From an optimization exercise on the open Yosys and OpenROAD flow, aimed at small area, a short achievable clock period and few clock cycles; shortcuts taken in it are not production practice. RTL that was checked went through simulation tests only; none was proved equivalent to the original. Power figures rest on the tool's default switching activity, not on a simulated workload.

// CNN
module CNN(
    input                       clk,
    input                       rst_n,
    input                       in_valid,
    input      signed [15:0]    in_data,
    input                       opt,
    output reg                  out_valid,
    output reg signed [15:0]    out_data
);
reg [15:0] ring [0:35];
reg [15:0] kr0, kr1, kr2, kr3, kr4, kr5, kr6, kr7, kr8;
reg [6:0] cnt;           
reg       opt_r;
integer n;
always @(posedge clk) begin
    ring[0] <= (cnt < 7'd36) ? in_data : ring[35];
    for (n = 1; n < 36; n = n + 1) ring[n] <= ring[n-1];
    if (cnt == 7'd36) kr0 <= in_data;
    if (cnt == 7'd37) kr1 <= in_data;
    if (cnt == 7'd38) kr2 <= in_data;
    if (cnt == 7'd39) kr3 <= in_data;
    if (cnt == 7'd40) kr4 <= in_data;
    if (cnt == 7'd41) kr5 <= in_data;
    if (cnt == 7'd42) kr6 <= in_data;
    if (cnt == 7'd43) kr7 <= in_data;
    if (cnt == 7'd44) kr8 <= in_data;
end
always @(posedge clk or negedge rst_n) begin
    if (!rst_n) begin
        cnt <= 7'd0;
        opt_r <= 1'b0;
    end else begin
        if (cnt == 7'd0) begin
            if (in_valid) begin
                cnt <= 7'd1;
                opt_r <= opt;
            end
        end else if (cnt == 7'd67)
            cnt <= 7'd0;
        else
            cnt <= cnt + 7'd1;
    end
end
wire [15:0] tp0 = ring[0];
wire s1, c2;
  ...
Settings: LEC_CHECK=0, CAP_MARGIN=20, CORE_MARGIN=2, CORE_UTILIZATION=40, PLACE_DENSITY=0.6, SLEW_MARGIN=20, SYNTH_HIERARCHICAL=1, SYNTH_MINIMUM_KEEP_SIZE=0; clock period 14.0 ns.
standard.sh (not shown) runs the stock make flow with config.mk's settings and CLKGATE_MAP_FILE= SYNTH_SCRIPT=/design/flow/synth_recipe.tcl, a recipe that flattens the netlist after the stock synthesis.
==> flow/flow/run.sh <==
#!/bin/bash
# Standard ORFS layout, with faster port buffers and timing repair aimed
# below the clock period.
set -euo pipefail
bash standard.sh SETUP_SLACK_MARGIN=10 "BUFFER_PORTS_ARGS=-buffer_cell sky130_fd_sc_hd__buf_2" finish > make.log 2>&1
The first run finished with timing, DRC and antenna clean.
Edit:
==> flow/flow/run.sh (replaced) <==
#!/bin/bash
# Standard ORFS layout, with faster port buffers and timing repair aimed
# below the clock period.
set -euo pipefail
bash standard.sh SETUP_SLACK_MARGIN=10 CTS_BUF_DISTANCE=120 "BUFFER_PORTS_ARGS=-buffer_cell sky130_fd_sc_hd__buf_2" finish > make.log 2>&1
Settings changed: CTS_CLUSTER_DIAMETER from default to 100, CTS_CLUSTER_SIZE from default to 25.
The new run produced a clean layout.
Synthesized area stays the same.
Clock-buffer cell count goes down by 60.
Hold slack is better by 4.2 ps.
Clock power falls by 41%.
Power fell by 9.2%.
Cell area shrinks by 3.3%.
Via count went down by 1.5%.
Synthesized cell count stays the same.
Global-route usage falls by 0.41 points.
No functional check of the RTL was part of any run of this note.


CNN, a different RTL version from the one above (not shown whole).
Size: ~4800 cells after synthesis, about 1100 flip-flops, about 0.059 mm^2 of cells after synthesis.
clock: 14.0 ns
lec_check: 0
cap_margin: 20
core_margin: 2
core_utilization: 40
cts_cluster_diameter: 100
cts_cluster_size: 25
place_density: 0.6
slew_margin: 20
synth_hierarchical: 1
synth_minimum_keep_size: 0
run.sh (not shown) runs the stock make flow with config.mk's settings and CLKGATE_MAP_FILE= SYNTH_SCRIPT=/design/flow/synth_recipe.tcl, a recipe that flattens the netlist after the stock synthesis.
Stock flow here: none of the scripts above is used.
The first run ran to the end with no violations.
Testbench counts at the start, summed over its fixed seeds: cycles 13,248.
Change:
==> flow/flow/run.sh (new file) <==
#!/bin/bash
# Standard ORFS layout, with faster port buffers and timing repair aimed
# below the clock period.
set -euo pipefail
bash standard.sh SETUP_SLACK_MARGIN=10 CTS_BUF_DISTANCE=120 "BUFFER_PORTS_ARGS=-buffer_cell sky130_fd_sc_hd__buf_2" finish > make.log 2>&1
==> flow/standard.sh (new file) <==
#!/bin/bash
# synth_recipe.tcl (not shown) runs the flow's synth.tcl, then flattens the netlist and writes it again
# the make line also repeats each setting of config.mk as NAME=value (left out here)
make -C /OpenROAD-flow-scripts/flow DESIGN_CONFIG=/design/flow/config.mk WORK_HOME=/design/flow/orfs CLKGATE_MAP_FILE= SYNTH_SCRIPT=/design/flow/synth_recipe.tcl "${@:-finish}"
PLACE_DENSITY = 0.72   (was 0.6)
removed: flow/run.sh
What happened: Routed wire length goes down by about 1.3%. Sequential share of layout area goes down by 0.28 points. Total power falls by about 1%. Combinational power is lower by about 1%. Die area is unchanged.


Another version of the RTL of CNN (not shown whole).
Size in the first run: ~5000 cells after synthesis, about 1100 flip-flops, about 37 I/O pins, about 0.061 sq mm of cells after synthesis.
// CNN
module CNN(
    input                       clk,
    input                       rst_n,
    input                       in_valid,
    input      signed [15:0]    in_data,
    input                       opt,
    output reg                  out_valid,
    output reg signed [15:0]    out_data
);
reg [15:0] ring [0:35];
reg [15:0] kr0, kr1, kr2, kr3, kr4, kr5, kr6, kr7, kr8;
reg [6:0] cnt;           
reg       opt_r;
integer n;
always @(posedge clk) begin
    ring[0] <= (cnt < 7'd36) ? in_data : ring[35];
    for (n = 1; n < 36; n = n + 1) ring[n] <= ring[n-1];
    if (cnt == 7'd36) kr0 <= in_data;
    if (cnt == 7'd37) kr1 <= in_data;
    if (cnt == 7'd38) kr2 <= in_data;
    if (cnt == 7'd39) kr3 <= in_data;
    if (cnt == 7'd40) kr4 <= in_data;
    if (cnt == 7'd41) kr5 <= in_data;
    if (cnt == 7'd42) kr6 <= in_data;
    if (cnt == 7'd43) kr7 <= in_data;
    if (cnt == 7'd44) kr8 <= in_data;
end
always @(posedge clk or negedge rst_n) begin
    if (!rst_n) begin
        cnt <= 7'd0;
        opt_r <= 1'b0;
    end else begin
        if (cnt == 7'd0) begin
            if (in_valid) begin
                cnt <= 7'd1;
                opt_r <= opt;
            end
        end else if (cnt == 7'd68)
            cnt <= 7'd0;
        else
            cnt <= cnt + 7'd1;
    end
end
wire [15:0] tp0 = ring[0];
wire s1, c2;
xnr us1 (.a(~(tp0[0] & kr0[13])), .b(~(tp0[10] & kr0[3])), .y(s1));
orr uc2 (.a(~(tp0[0] & kr0[13])), .b(~(tp0[10] & kr0[3])), .y(c2));
wire s3, c4;
fa us3 (.a(~(tp0[0] & kr0[14])), .b(~(tp0[10] & kr0[4])), .c(~(tp0[11] & kr0[3])), .s(s3), .co(c4));
wire s5, c6;
xnr us5 (.a(~(tp0[12] & kr0[2])), .b(~(tp0[13] & kr0[1])), .y(s5));
orr uc6 (.a(~(tp0[12] & kr0[2])), .b(~(tp0[13] & kr0[1])), .y(c6));
wire s7 = ~(tp0[0] & kr0[15]) ^ ~(tp0[10] & kr0[5]) ^ ~(tp0[11] & kr0[4]);
wire s8 = ~(tp0[12] & kr0[3]) ^ ~(tp0[13] & kr0[2]) ^ ~(tp0[14] & kr0[1]);
wire s9;
xnr us9 (.a(~(tp0[15] & kr0[0])), .b(~(tp0[1] & kr0[14])), .y(s9));
wire s10, c11;
xnr us10 (.a(~(tp0[0] & kr0[9])), .b(~(tp0[1] & kr0[8])), .y(s10));
orr uc11 (.a(~(tp0[0] & kr0[9])), .b(~(tp0[1] & kr0[8])), .y(c11));
wire s12, c13;
fa us12 (.a(~(tp0[0] & kr0[10])), .b(~(tp0[10] & kr0[0])), .c(~(tp0[1] & kr0[9])), .s(s12), .co(c13));
wire s14, c15;
  ...
export LEC_CHECK = 0
export CAP_MARGIN = 20
export CORE_MARGIN = 2
export CORE_UTILIZATION = 40
export CTS_CLUSTER_DIAMETER = 100
export CTS_CLUSTER_SIZE = 25
export GPL_TIMING_DRIVEN = 1
export PLACE_DENSITY = 0.6
export SLEW_MARGIN = 20
export SYNTH_HIERARCHICAL = 1
export SYNTH_MINIMUM_KEEP_SIZE = 0
create_clock -name core_clock -period 14.0 [get_ports {clk}]
standard.sh (not shown) runs the stock make flow with config.mk's settings and CLKGATE_MAP_FILE= SYNTH_SCRIPT=/design/flow/synth_recipe.tcl, a recipe that flattens the netlist after the stock synthesis.
==> flow/flow/run.sh <==
#!/bin/bash
# Standard ORFS layout, with faster port buffers and timing repair aimed
# below the clock period.
set -euo pipefail
bash standard.sh SETUP_SLACK_MARGIN=10 "BUFFER_PORTS_ARGS=-buffer_cell sky130_fd_sc_hd__buf_2" finish > make.log 2>&1
The baseline completed with no timing, DRC or antenna violations.
Testbench counts at the start, summed over its fixed seeds: cycles 13,248.
Rerun with:
ABC_AREA = 1   (was default)
GPL_TIMING_DRIVEN = default   (was 1)
Result: Routed wire length grows by 6.2%; combinational power grows by about 2%; final area grows by 6.3%; count of clock-buffer cells in the layout shrinks by 2; cell count grows by 20%; die area grows by 5.7%; sequential share of layout area shrinks by 2.2 points; total power grows by 1.1%; worst setup slack loses 0.015 ns; fmax shrinks by 0.38%; worst hold slack loses 0.0034 ns.
Rerun with:
==> flow/flow/run.sh (replaced) <==
#!/bin/bash
# Standard ORFS layout, with faster port buffers and timing repair aimed
# below the clock period.
set -euo pipefail
bash standard.sh SETUP_SLACK_MARGIN=9.85 "BUFFER_PORTS_ARGS=-buffer_cell sky130_fd_sc_hd__buf_2" finish > make.log 2>&1
ABC_AREA = default   (was 1)
Outcome:
- The new run finished with timing, DRC and antenna clean
- final area came out lower by a few percent
- wire length came out lower by a few percent
- cell count came out lower by about a fifth
- non-clock buffer count came out lower by 102
- fmax is unchanged
- die area came out lower by a few percent
- clock skew came out lower by 0.0053 ns
- via count came out lower by about a fifth
- worst setup slack stays the same
Rerun with:
==> flow/flow/run.sh (replaced) <==
#!/bin/bash
# Standard ORFS layout, with faster port buffers and timing repair aimed
# below the clock period.
set -euo pipefail
bash standard.sh SETUP_SLACK_MARGIN=10 CTS_BUF_DISTANCE=120 "BUFFER_PORTS_ARGS=-buffer_cell sky130_fd_sc_hd__buf_2" finish > make.log 2>&1
Effect: Via count rose slightly. Sequential power is about the same. Routed wire length rises slightly. Final area went up slightly. Clock power is about the same. Final cell count increases slightly. Setup slack is better by 0.043 ns. Sequential cell count is unchanged. Total power stays flat. Die area does not change. Utilization is higher by 0.46 points.

## what the ideal ports hide
The flow's constraints put no driver on any port. The routed layouts listed below were extracted and timed again, unchanged, in two steps. Step 1, drivers: a clkbuf_16 drives clk and a buf_2 each remaining input, both assumed. Step 2 adds t to the input delays and takes it off the output delays; t is the mean of the earliest and latest rising clock arrival at the registers after step 1. Input paths then give back, and output paths get back, about the clock's delay inside the block. Three values: ideal, step 1, step 2; two values: the first two.
run | shift t [ns] | setup WS [ns] | pins driven straight from the clock port
the first run of note 1 | 0.805 | 9.966 / 9.886 / 9.989 | 1
the second run of note 1 | 0.736 | 9.998 / 9.950 / 9.998 | 1
the first run of note 2 | 0.774 | 9.602 / 9.522 / 9.648 | 1
the second run of note 2 | 0.713 | 10.005 / 9.962 / 10.005 | 1
the first run of note 3 | 0.771 | 9.989 / 9.913 / 10.060 | 1
the second run of note 3 | 0.784 | 9.974 / 9.892 / 10.078 | 1
the third run of note 3 | 0.770 | 9.974 / 9.913 / 9.974 | 1
the fourth run of note 3 | 0.740 | 10.017 / 9.939 / 10.067 | 1
After both steps setup and hold are still met in every run listed.
